From an optimization exercise on the open Yosys and OpenROAD flow, aimed at small area and a short achievable clock period; shortcuts taken in it are not production practice. Function was checked by simulation only, so behaviour that the tests miss may differ from the original. The clock port is modelled as an ideal driver; clocking choices that lean on that would not hold on a real chip. Power figures rest on the tool's default switching activity, not on a simulated workload.

==> pepper <==
Design mult_core_fast, start of the top module:
module mult_core_fast (
    input                iclk        ,
    input                irst        ,
    input        [71:0]  idata       ,
    input        [71:0]  idata_kernel,
    input                icalc_en    ,
    output logic [7:0]   odata       ,
    output logic         odata_valid
);
clock: 8.5 ns
lec_check: 0
cap_margin: 20
core_margin: 2
core_utilization: 65
cts_cluster_diameter: 100
cts_cluster_size: 30
slew_margin: 20
synth_hierarchical: 1
standard.sh (not shown) runs the stock make flow with config.mk's settings and CLKGATE_MAP_FILE= SYNTH_SCRIPT=/design/flow/synth_recipe.tcl, a recipe that flattens the netlist after the stock synthesis.
==> flow/flow/run.sh <==
#!/bin/bash
set -euo pipefail
export BUFFER_PORTS_ARGS="-buffer_cell sky130_fd_sc_hd__buf_1"
bash standard.sh cts > orfs_to_cts.log 2>&1
R=orfs/results/sky130hd/mult_core_fast/base
export SKEW_IN=$R/4_1_cts.odb
export SKEW_OUT=$R/4_1_cts.odb
export SKEW_CLASSES="rp_* sky130_fd_sc_hd__clkdlybuf4s50_1 sky130_fd_sc_hd__clkdlybuf4s50_1 sky130_fd_sc_hd__clkbuf_1 ; rt3_* sky130_fd_sc_hd__clkdlybuf4s50_1 sky130_fd_sc_hd__clkdlybuf4s50_1 ; rs_* sky130_fd_sc_hd__clkdlybuf4s50_1"
openroad -no_splash -exit flow/skew.tcl > skew.log 2>&1
cp $R/4_1_cts.odb $R/4_cts.odb
HOLD_SLACK_MARGIN=0.1 SETUP_SLACK_MARGIN=5.5 bash standard.sh > orfs_finish.log 2>&1
Other scripts of this flow, unchanged in this note and not shown: flow/flow/skew.tcl
==> inputs of delta, as changes to pepper <==
--- a/flow/flow/run.sh
+++ b/flow/flow/run.sh
@@ -9,3 +9,3 @@
 openroad -no_splash -exit flow/skew.tcl > skew.log 2>&1
 cp $R/4_1_cts.odb $R/4_cts.odb
-HOLD_SLACK_MARGIN=0.1 SETUP_SLACK_MARGIN=5.5 bash standard.sh > orfs_finish.log 2>&1
+HOLD_SLACK_MARGIN=0.1 SETUP_SLACK_MARGIN=5.65 bash standard.sh > orfs_finish.log 2>&1
==> summary.txt <==
Against delta, the first-iteration DRC count of pepper is higher by 1.6%.
Flip-flop and latch count is the same in delta and pepper.
In clock-buffer cell count, pepper and delta do not differ.
Against delta, the non-clock buffer count of pepper is lower by 27.
In pepper the routed wire length is lower than in delta, by about 1.5%.
In critical path depth, delta and pepper do not differ.


==> wip/juniper: inputs <==
mult_core_fast, a different RTL version from the one above (not shown whole).
==> flow/design.v (excerpt) <==
module mult_core_fast (
    input                iclk        ,
    input                irst        ,
    input        [71:0]  idata       ,
    input        [71:0]  idata_kernel,
    input                icalc_en    ,
    output logic [7:0]   odata       ,
    output logic         odata_valid
);
    logic rin_1;
    logic rin_2;
    logic rin_3;
    logic rin_4;
    logic rin_5;
    logic rin_6;
    logic rin_7;
    logic rin_8;
    logic rin_9;
    logic rin_10;
    logic rin_11;
    logic rin_12;
    logic rin_13;
    logic rin_14;
    logic rin_15;
    logic rin_16;
    logic rin_17;
    logic rin_18;
    logic rin_19;
    logic rin_20;
    logic rin_21;
    logic rin_22;
    logic rin_23;
    logic rin_24;
    logic rin_25;
    logic rin_26;
    logic rin_27;
    logic rin_28;
    logic rin_29;
    logic rin_30;
    logic rin_31;
    logic rin_32;
    logic rin_33;
    logic rin_34;
    logic rin_35;
    logic rin_36;
    logic rin_37;
    logic rin_38;
    logic rin_39;
    logic rin_40;
    logic rin_41;
    logic rin_42;
    logic rin_43;
    logic rin_44;
    logic rin_45;
    logic rin_46;
    logic rin_47;
    logic rin_48;
    logic rin_49;
    logic rin_50;
    logic rin_51;
    logic rin_52;
    logic rin_53;
    logic rin_54;
    logic rin_55;
    logic rin_56;
    logic rin_57;
    logic rin_58;
    logic rin_59;
    logic rin_60;
    logic rin_61;
    logic rin_62;
    logic rin_63;
    logic rin_64;
    logic rin_65;
    logic rin_66;
    logic rin_67;
    logic rin_68;
    logic rin_69;
    logic rin_70;
    logic rin_71;
    logic rin_72;
    logic rin_73;
    logic rin_74;
    logic rin_75;
    logic rin_76;
    logic rin_77;
    logic rin_78;
    logic rin_79;
    logic rin_80;
    logic rin_81;
    logic rin_82;
    logic rin_83;
    logic rin_84;
    logic rin_85;
    logic rin_86;
    logic rin_87;
    logic rin_88;
    logic rin_89;
    logic rin_90;
    logic rin_91;
    logic rin_92;
    logic rin_93;
    logic rin_94;
    logic rin_95;
    logic rin_96;
  ...
Settings: LEC_CHECK=0, CAP_MARGIN=20, CORE_MARGIN=2, CORE_UTILIZATION=72, CTS_CLUSTER_DIAMETER=100, CTS_CLUSTER_SIZE=25, SLEW_MARGIN=20, SYNTH_HIERARCHICAL=1; clock period 8.5 ns.
==> flow/flow/run.sh <==
#!/bin/bash
set -euo pipefail
export BUFFER_PORTS_ARGS="-buffer_cell sky130_fd_sc_hd__buf_1"
bash standard.sh cts > orfs_to_cts.log 2>&1
R=orfs/results/sky130hd/mult_core_fast/base
export SKEW_IN=$R/4_1_cts.odb
export SKEW_OUT=$R/4_1_cts.odb
export SKEW_CLASSES="rp_* sky130_fd_sc_hd__clkdlybuf4s50_1 sky130_fd_sc_hd__clkdlybuf4s50_1 sky130_fd_sc_hd__clkbuf_1 ; rt3_* sky130_fd_sc_hd__clkdlybuf4s50_1 ; rs_* sky130_fd_sc_hd__clkbuf_1"
openroad -no_splash -exit flow/skew.tcl > skew.log 2>&1
cp $R/4_1_cts.odb $R/4_cts.odb
HOLD_SLACK_MARGIN=0.1 SETUP_SLACK_MARGIN=5.65 bash standard.sh > orfs_finish.log 2>&1
Other scripts of this flow, unchanged in this note and not shown: flow/flow/skew.tcl
==> wip/onyx (differences from wip/juniper) <==
==> flow/flow/run.sh (replaced) <==
#!/bin/bash
set -euo pipefail
export BUFFER_PORTS_ARGS="-buffer_cell sky130_fd_sc_hd__buf_1"
bash standard.sh cts > orfs_to_cts.log 2>&1
R=orfs/results/sky130hd/mult_core_fast/base
export SKEW_IN=$R/4_1_cts.odb
export SKEW_OUT=$R/4_1_cts.odb
export SKEW_CLASSES="rp_* sky130_fd_sc_hd__clkdlybuf4s50_1 sky130_fd_sc_hd__clkdlybuf4s50_1 sky130_fd_sc_hd__clkbuf_1 sky130_fd_sc_hd__clkbuf_1 ; rt3_* sky130_fd_sc_hd__clkdlybuf4s50_1 ; rs_* sky130_fd_sc_hd__clkbuf_1"
openroad -no_splash -exit flow/skew.tcl > skew.log 2>&1
cp $R/4_1_cts.odb $R/4_cts.odb
HOLD_SLACK_MARGIN=0.1 SETUP_SLACK_MARGIN=5.8 bash standard.sh > orfs_finish.log 2>&1
--- a/flow/config.mk
+++ b/flow/config.mk
@@ -7,8 +7,8 @@
 export LEC_CHECK = 0
 export CAP_MARGIN = 20
 export CORE_MARGIN = 2
-export CORE_UTILIZATION = 72
+export CORE_UTILIZATION = 65
 export CTS_CLUSTER_DIAMETER = 100
-export CTS_CLUSTER_SIZE = 25
+export CTS_CLUSTER_SIZE = 30
 export SLEW_MARGIN = 20
 export SYNTH_HIERARCHICAL = 1
==> wip/raven (differences from wip/juniper) <==
--- a/flow/flow/run.sh
+++ b/flow/flow/run.sh
@@ -8,4 +8,4 @@
 export SKEW_CLASSES="rp_* sky130_fd_sc_hd__clkdlybuf4s50_1 sky130_fd_sc_hd__clkdlybuf4s50_1 sky130_fd_sc_hd__clkbuf_1 ; rt3_* sky130_fd_sc_hd__clkdlybuf4s50_1 ; rs_* sky130_fd_sc_hd__clkbuf_1"
 openroad -no_splash -exit flow/skew.tcl > skew.log 2>&1
 cp $R/4_1_cts.odb $R/4_cts.odb
-HOLD_SLACK_MARGIN=0.1 SETUP_SLACK_MARGIN=5.65 bash standard.sh > orfs_finish.log 2>&1
+HOLD_SLACK_MARGIN=0.05 SETUP_SLACK_MARGIN=5.65 bash standard.sh > orfs_finish.log 2>&1
--- a/flow/config.mk
+++ b/flow/config.mk
@@ -7,8 +7,8 @@
 export LEC_CHECK = 0
 export CAP_MARGIN = 20
 export CORE_MARGIN = 2
-export CORE_UTILIZATION = 72
+export CORE_UTILIZATION = 65
 export CTS_CLUSTER_DIAMETER = 100
-export CTS_CLUSTER_SIZE = 25
+export CTS_CLUSTER_SIZE = 30
 export SLEW_MARGIN = 20
 export SYNTH_HIERARCHICAL = 1
==> summary.txt <==
quantity	wip/onyx	wip/raven	wip/juniper
Status	failed layout checks	failed layout checks	complete, no violations
Violated checks	hold timing	hold timing	-
Hold WS	-0.0505 ns	-0.0132 ns	0.0489 ns
Number of vias after detailed routing	18900	18300	19000
Met3 track demand over resource	2.76%	2.68%	3.70%
GP Congestion	0.898	0.898	0.897
Total stage count of the critical path	5	1	11
R2r worst-path depth	5	11	11
Clk cell area share	1.64%	1.72%	1.97%
Worst reg2reg startpoint	rp_2517	rin_82	rin_46
Combinational share of power	56.0%	53.9%	54.1%
Count of non-CTS buffers in the layout	426	302	339
Worst-margin pin slew	0.422 ns	0.412 ns	0.428 ns
Initial cell density of the core	65.4%	65.4%	72.9%
Critical path capture point	rt3_2687	odata[3]	rp_2523
Cell depth of the worst min-delay path	8	6	4

==> separate check: timing with driven ports <==
The flow's constraints put no driver on any port. The routed layouts listed below were extracted and timed again, unchanged, in two steps. Step 1 assumes that a clkbuf_16 drives the clock port and a buf_2 every other input. Step 2, shift: input delay + t, output delay - t, t = (earliest + latest rising clock arrival at the registers) / 2. This alone moves slack from input paths to output paths. Three values: ideal, step 1, step 2; two values: the first two.
run | t (ns) | setup slack, ns | hold slack, ns | clock arrival spread, ns | slew at the worst register clock pin (ns)
pepper | 1.168 | 5.462 / 5.462 / 5.462 | 0.019 / 0.019 / 0.019 | 1.266 / 1.266 | 0.11 / 0.11
delta | 1.187 | 5.523 / 5.523 / 5.523 | 0.023 / 0.023 / 0.023 | 1.299 / 1.299 | 0.11 / 0.11
wip/juniper | 1.197 | 5.713 / 5.692 / 5.713 | 0.049 / 0.049 / 0.049 | 1.313 / 1.312 | 0.10 / 0.10
wip/onyx | 1.276 | 5.748 / 5.731 / 5.727 | -0.051 / -0.051 / -0.051 | 1.457 / 1.457 | 0.11 / 0.11
wip/raven | 1.192 | 5.715 / 5.656 / 5.723 | -0.013 / -0.013 / -0.013 | 1.294 / 1.294 | 0.11 / 0.11
In every run listed the clock reaches the registers at very different times; t lies between them, and the last value is a rough guide only. For wip/onyx, which loses most, drivers alone change the setup slack by -0.017 ns; drivers and shift together by -0.021 ns.
